Background: an optimization exercise with open tools, aiming at small area and a short achievable clock period. Do not read the settings as production practice.
RTL that was checked went through simulation tests only; none was proved equivalent to the original.
Power figures rest on the tool's default switching activity, not on a simulated workload.

before:
==> flow/design.v <==
`timescale 1ns/1ps
 `timescale 1ns/1ps
module uart_core (
   uart_tx, uart_if, rx_rts, prdata,
   uart_rx, uart_cts, pwrite, pwdata, psel, prst_n, penable, pclk,
   paddr
   );
  output        uart_tx;
  output        uart_if;
  output        rx_rts;
  output [31:0] prdata;
  input         uart_rx;
  input         uart_cts;
  input         pwrite;
  input  [31:0] pwdata;
  input         psel;
  input         prst_n;
  input         penable;
  input         pclk;
  input  [31:0] paddr;
  wire setup = psel & ~penable;
  reg  con_we, se_we, br_we, dt_we, ie_we, rxff_rd;
  always @(posedge pclk or negedge prst_n)
    if (!prst_n) begin
      con_we  <= 1'b0;
      se_we   <= 1'b0;
      br_we   <= 1'b0;
      dt_we   <= 1'b0;
      ie_we   <= 1'b0;
      rxff_rd <= 1'b0;
    end else begin
      con_we  <= setup &  pwrite & (paddr[6:0] == 7'h00);
      se_we   <= setup &  pwrite & (paddr[6:0] == 7'h04);
      br_we   <= setup &  pwrite & (paddr[6:0] == 7'h08);
      dt_we   <= setup &  pwrite & (paddr[6:0] == 7'h0C);
      ie_we   <= setup &  pwrite & (paddr[6:0] == 7'h10);
      rxff_rd <= setup & ~pwrite & (paddr[4:0] == 5'h0C);
    end
  wire ctx = con_we & pwdata[5];
  wire crx = con_we & pwdata[6];
  reg [6:0] con;
  reg [2:0] se;
  reg [7:0] brg;
  reg [4:0] ie;
  wire en   = se[0];
  wire d9   = se[1];
  wire bsel = se[2];
  wire af   = con[0] & en;
  always @(posedge pclk or negedge prst_n)
    if (!prst_n) begin
      con <= 7'd0;
      se  <= 3'd0;
      brg <= 8'd0;
      ie  <= 5'd0;
    end else begin
      if (con_we)      con <= pwdata[6:0];
      if (se_we)       se  <= pwdata[2:0];
      if (br_we & ~en) brg <= pwdata[7:0];
      if (ie_we)       ie  <= pwdata[4:0];
    end
  reg [7:0] rxc, txc;
  reg       rx_tick, tx_tick;
  wire [7:0] rxc_n   = (~en | rx_tick) ? 8'd0 : rxc + 8'd1;
  wire [7:0] txc_n   = (~en | tx_tick) ? 8'd0 : (rx_tick ? txc + 8'd1 : txc);
  wire       brg_ld  = br_we & ~en;
  wire       rxtk_n  = (~en | rx_tick) ? (brg_ld ? (pwdata[7:0] == 8'd0) : (brg == 8'd0))
                                       : (rxc + 8'd1 == brg);
  wire       bsel_n  = se_we ? pwdata[2] : bsel;
  wire       txtk_n  = (txc_n == (bsel_n ? 8'd7 : 8'd15)) & rxtk_n;
  always @(posedge pclk) begin
    rxc     <= rxc_n;
    txc     <= txc_n;
    rx_tick <= rxtk_n;
    tx_tick <= txtk_n;
  end
  reg [4:0] tw, tr;
  reg [7:0] tmem [0:15];
  reg [3:0] sbc;
  reg       txne, txnf;
  reg [4:0] te;
  wire t_push = dt_we & txnf;
  reg  tx_complete;                    
  wire d9_n = se_we ? pwdata[1] : d9;
  wire t_pop  = txne & tx_complete;
  wire [4:0] tr_n = t_pop ? tr + 5'd1 : tr;
  wire [4:0] tw_u = t_push ? tw + 5'd1 : tw;
  wire [4:0] tw_n = ctx ? tr : tw_u;
  wire tinc   = t_push & ~t_pop;
  wire tdec   = t_pop & ~t_push;
  wire txne_u = tinc ? (te != 5'd31) : (tdec ? (te != 5'd1)  : (te != 5'd0));
  wire txnf_u = tinc ? (te != 5'd15) : (tdec ? (te != 5'd17) : (te != 5'd16));
  wire [4:0] te_u = tinc ? te + 5'd1 : (tdec ? te - 5'd1 : te);
  wire txne_n = ctx ? t_pop : txne_u;
  wire txnf_n = ctx | txnf_u;
  always @(posedge pclk or negedge prst_n)
    if (!prst_n) begin
      tw   <= 5'd0;
      tr   <= 5'd0;
      txne <= 1'b0;
      txnf <= 1'b1;
      te   <= 5'd0;
    end else begin
      tw   <= tw_n;
      tr   <= tr_n;
      txne <= txne_n;
      txnf <= txnf_n;
      te   <= ctx ? {5{t_pop}} : te_u;
    end
  always @(posedge pclk)
    if (t_push) tmem[tw[3:0]] <= pwdata[7:0];
  reg [9:0] tsr;
  reg       tst;
  reg       tld, tpd9;
  reg [7:0] trd;
  reg       ntx;                       
  wire [7:0] tdata  = tmem[tr[3:0]];
  wire       tx_en  = en & txne;
  wire       fsm_en = ~(af & uart_cts) & tx_en & tx_tick;
  wire       tsh    = tx_tick & tst;
  wire       tst_n  = tst ? (tx_en & ~tx_complete) : fsm_en;
  wire       tload  = fsm_en & ~tsh;
  wire [3:0] sbc_n  = tx_complete ? 4'd0 : (tsh ? sbc + 4'd1 : sbc);
  always @(posedge pclk or negedge prst_n)
    if (!prst_n) begin
      sbc  <= 4'd0;
      tx_complete <= 1'b0;
      tst  <= 1'b0;
      ntx  <= 1'b0;
    end else begin
      if (tsh)         ntx <= ~tsr[1];
      else if (tload)  ntx <= 1'b1;
      sbc  <= sbc_n;
      tx_complete <= (sbc_n == (d9_n ? 4'd10 : 4'd9));
      tst <= tst_n;
    end
  always @(posedge pclk) begin
    trd  <= tdata;
    tld  <= tload;
    if (tload) tpd9 <= d9;
    if (tsh)      tsr <= {1'b1, tsr[9:1]};
    else if (tld) tsr <= {(tpd9 ? ^trd : 1'b1), trd, tsr[0]};
  end
  assign uart_tx = ~ntx;
  reg       rx1, rxs, rx2;
  reg [1:0] rst;
  reg [3:0] samp, bitc;
  reg [9:0] rsr;
  reg       we1, we2, we3;
  wire start_en    = ~rxs & rx2;
  wire rbusy       = rst[1] | rst[0];
  wire samp_pt     = ~bsel ? (samp == 4'd7) : (samp[2:0] == 3'd3);
  wire rsh         = samp_pt & rx_tick;
  reg  rx_complete;                    
  wire [3:0] bitc_n = rx_complete ? 4'd0 : ((rst[1] & rsh) ? bitc + 4'd1 : bitc);
  reg [1:0] rst_nx;
  always @(*)
    case (rst)
      2'd0:    rst_nx = start_en ? 2'd1 : 2'd0;
      2'd1:    rst_nx = rxs ? 2'd0 : (rsh ? 2'd2 : 2'd1);
      2'd2:    rst_nx = rx_complete ? 2'd0 : 2'd2;
      default: rst_nx = 2'd3;
    endcase
  wire [1:0] rst_n = en ? rst_nx : 2'd0;
  always @(posedge pclk or negedge prst_n)
    if (!prst_n) begin
      rx1  <= 1'b0;
      rxs  <= 1'b0;
      rx2  <= 1'b0;
      rst  <= 2'd0;
      samp <= 4'd0;
      bitc <= 4'd0;
      rx_complete <= 1'b0;
    end else begin
      rx1 <= uart_rx;
      rxs <= rx1;
      rx2 <= rxs;
      rst <= rst_n;
      if (~rbusy)       samp <= 4'd0;
      else if (rx_tick) samp <= samp + 4'd1;
      bitc <= bitc_n;
      rx_complete <= (bitc_n == (d9_n ? 4'd10 : 4'd9));
    end
  always @(posedge pclk)
    if (rsh) rsr <= {rxs, rsr[9:1]};
  reg [4:0] rwu, rr;
  reg [3:0] wo;                        
  reg       rxne, rxf;
  reg [9:0] rq [0:15];
  wire dt_wr  = ~rxf & rx_complete;
  wire mem_wr = dt_wr | we1;
  wire pe     = ^rsr[8:0];
  wire fe     = ~rsr[9];
  wire [9:0] fifo_in = d9 ? {rsr[7:0], pe, fe} : {rsr[8:1], 1'b0, fe};
  wire r_pop  = rxne & rxff_rd;
  wire [4:0] rr_n = r_pop ? rr + 5'd1 : rr;
  function [5:0] inc6;
    input [5:0] x;
    integer i;
    for (i = 0; i < 6; i = i + 1) inc6[i] = x[i] ^ (&(x | ~((6'd1 << i) - 6'd1)));
  endfunction
  function [5:0] dec6;
    input [5:0] x;
    integer i;
    for (i = 0; i < 6; i = i + 1) dec6[i] = x[i] ^ ~(|(x & ((6'd1 << i) - 6'd1)));
  endfunction
  reg  [5:0] rd;
  wire [5:0] rd0  = rd;
  wire [5:0] rd1  = dec6(rd);
  wire [5:0] rdn  = r_pop ? rd1 : rd0;
  wire rxne_u = r_pop ? (rd[4:0] != 5'd1)  : (rd[4:0] != 5'd0);
  wire rxf_u  = r_pop ? (rd[4:0] == 5'd17) : (rd[4:0] == 5'd16);
  wire rr31   = &rr;
  wire rwu31  = &rwu;
  wire [5:0] rd_s = (we2 & ~r_pop) ? inc6(rd) : ((r_pop & ~we2) ? rd1 : rd);
  wire [5:0] rd_u = rd_s ^ {(we2 & rwu31) ^ (r_pop & rr31), 5'd0};
  wire [5:0] rd_c = we2 ? (rr31 ? 6'd33 : 6'd1) : 6'd0;
  wire rxne_n = crx ? r_pop : rxne_u;
  wire rxf_n  = ~crx & rxf_u;
  wire [4:0] rw_n = crx ? rr : rwu;
  always @(posedge pclk or negedge prst_n)
    if (!prst_n) begin
      we1  <= 1'b0;
      we2  <= 1'b0;
      we3  <= 1'b0;
      rwu  <= 5'd0;
      rr   <= 5'd0;
      rd   <= 6'd0;
      rxne <= 1'b0;
      rxf  <= 1'b0;
      wo   <= 4'd0;
    end else begin
      we1  <= dt_wr;
      we2  <= we1;
      we3  <= we2;
      rwu  <= rw_n + {4'd0, we2};
      rr   <= rr_n;
      rd   <= crx ? rd_c : rd_u;
      rxne <= rxne_n;
      rxf  <= rxf_n;
      wo   <= crx ? 4'd0 : rdn[3:0];
    end
  wire [15:0] wdec = 16'd1 << wo;
  reg  [9:0] rq_n [0:15];
  integer k;
  always @(*)
    for (k = 0; k < 16; k = k + 1)
      rq_n[k] = (mem_wr & (r_pop ? wdec[(k + 1) % 16] : wdec[k])) ? fifo_in
                : (r_pop ? rq[(k + 1) % 16] : rq[k]);
  always @(posedge pclk)
    for (k = 0; k < 16; k = k + 1)
      rq[k] <= rq_n[k];
  wire [9:0] hd_n  = rq_n[0];
  wire       fe_n  = rxne_u & hd_n[0];
  wire       pe_n  = rxne_u & hd_n[1];
  wire       if_0  = (ie[4] & fe_n) | (ie[3] & pe_n) | (ie[1] & rxf_u) | (ie[0] & txne_u);
  wire       if_ie = (pwdata[4] & fe_n) | (pwdata[3] & pe_n) | (pwdata[1] & rxf_u) | (pwdata[0] & txne_u);
  wire       if_cn = (~pwdata[6] & ((ie[4] & fe_n) | (ie[3] & pe_n) | (ie[1] & rxf_u))) |
                     (ie[0] & (pwdata[5] ? t_pop : txne_u));
  wire       if_n  = ie_we ? if_ie : (con_we ? if_cn : if_0);
  function thr;
    input [1:0] t;
    input [5:0] d;
    case (t)
      2'd0: thr = d[5] | (|d[4:1]);
      2'd1: thr = d[5] | (|d[4:2]);
      2'd2: thr = d[5] | (|d[4:3]);
      2'd3: thr = d[5] | d[4];
    endcase
  endfunction
  wire [5:0] rd1t   = rr31 ? {1'b0, rwu} : rd1;
  wire       rts_0  = af & (r_pop ? thr(con[4:3], rd1t) : thr(con[4:3], rd0));
  wire       rts_se = con[0] & pwdata[0] & thr(con[4:3], rd0);
  wire       rts_cn = pwdata[0] & en & ~pwdata[6] & thr(pwdata[4:3], rd0);
  wire       rts_n  = se_we ? rts_se : (con_we ? rts_cn : rts_0);
  wire       busy_n = tst_n | rst_n[1] | rst_n[0];
  reg  [7:0] prd_nx;
  always @(*)
    case (paddr[7:0])
      8'h00:   prd_nx = {1'b0, con};
      8'h04:   prd_nx = {busy_n, rxne_n, txnf_n, 2'b0, se};
      8'h08:   prd_nx = brg;
      8'h0c:   prd_nx = hd_n[9:2];
      8'h10:   prd_nx = {3'b0, ie};
      8'h14:   prd_nx = {3'b0, rxne_n & hd_n[0], rxne_n & hd_n[1], 1'b0, rxf_n, txne_n};
      default: prd_nx = 8'd0;
    endcase
  reg [7:0] prd;
  reg       if_q, rts_q;
  always @(posedge pclk)
    prd <= prd_nx;
  always @(posedge pclk or negedge prst_n)
    if (!prst_n) begin
      if_q  <= 1'b0;
      rts_q <= 1'b0;
    end else begin
      if_q  <= if_n;
      rts_q <= rts_n;
    end
  assign prdata  = {24'd0, prd};
  assign uart_if = if_q;
  assign rx_rts  = rts_q;
endmodule
clock: 5.0 ns
lec_check: 0
cap_margin: 20
core_margin: 2
core_utilization: 60
cts_buf_list: sky130_fd_sc_hd__clkbuf_16
cts_cluster_diameter: 70
cts_cluster_size: 25
setup_slack_margin: 2.9
slew_margin: 20
run.sh (not shown) runs the stock make flow with config.mk's settings and CLKGATE_MAP_FILE= SYNTH_SCRIPT=/design/flow/synth_recipe.tcl, a recipe that flattens the netlist after the stock synthesis.
[inputs] after vs before
--- a/flow/design.v
+++ b/flow/design.v
@@ -110,8 +110,7 @@
     if (t_push) tmem[tw[3:0]] <= pwdata[7:0];
   reg [9:0] tsr;
   reg       tst;
-  reg       tld, tpd9;
-  reg [7:0] trd;
+  reg       tpar;
   reg       ntx;                       
   wire [7:0] tdata  = tmem[tr[3:0]];
   wire       tx_en  = en & txne;
@@ -134,11 +133,10 @@
       tst <= tst_n;
     end
   always @(posedge pclk) begin
-    trd  <= tdata;
-    tld  <= tload;
-    if (tload) tpd9 <= d9;
-    if (tsh)      tsr <= {1'b1, tsr[9:1]};
-    else if (tld) tsr <= {(tpd9 ? ^trd : 1'b1), trd, tsr[0]};
+    if (tsh)         tsr <= {1'b1, tsr[9:1]};
+    else if (tload)  tsr <= {1'b1, tdata, 1'b0};
+    else if (tpar)   tsr[9] <= ^tsr[8:1];
+    tpar <= tload & d9;
   end
   assign uart_tx = ~ntx;
   reg       rx1, rxs, rx2;
--- outcome ---
- First-pass GRT wire length, after and before, lower one = before.
- For after, the capture point of the critical path was tsr[3], unlike before, where it was rq[6][1].
- Compared after vs before, and cell area power density is down in after.
- Compared with before, the detailed router inserted more vias in after.
- From before to after the numbers moved as follows: met1 usage in global routing grew by 3.2 points, sequential power has decreased.
- Between after and before, the difference in buffer share of cell area is negligible.
- after ends up with a worst-margin pin slew that is 120 ps lower than in before.
- Re sequential cell count: after is 9 down on before.
- In the tables for after and before, final worst slack reads higher with before.
- Met2 routing resource usage after global routing delta for after relative to before: 0.31 points higher
- Across both runs, final worst hold slack was lower for after than for before.
Only the layout flow was run in after; the RTL was not checked for function there.

[port drivers added, routing unchanged]
The flow's constraints put no driver on any port. The routed layouts listed below were extracted and timed again, unchanged, in two steps.
Step 1, drivers: a clkbuf_16 drives pclk and a buf_2 each remaining input, both assumed.
Step 2, shift: input delay + t, output delay - t, t = (earliest + latest rising clock arrival at the registers) / 2. This alone moves slack from input paths to output paths.
Three values: no drivers, after step 1, after step 2; two values: the first two.
| run | t, ns | setup slack, ns | clock arrival spread, ns | slew at the worst register clock pin (ns) | pins driven straight from the clock port |
|---|---|---|---|---|---|
| before | 0.613 | 2.857 / 2.845 / 2.282 | 0.032 / 0.031 | 0.10 / 0.10 | 1 |
| after | 0.615 | 2.724 / 2.724 / 2.323 | 0.021 / 0.021 | 0.10 / 0.10 | 1 |
After both steps every run listed still meets setup and hold. For before, which loses most, drivers alone change the setup slack by -0.012 ns; drivers and shift together by -0.575 ns.
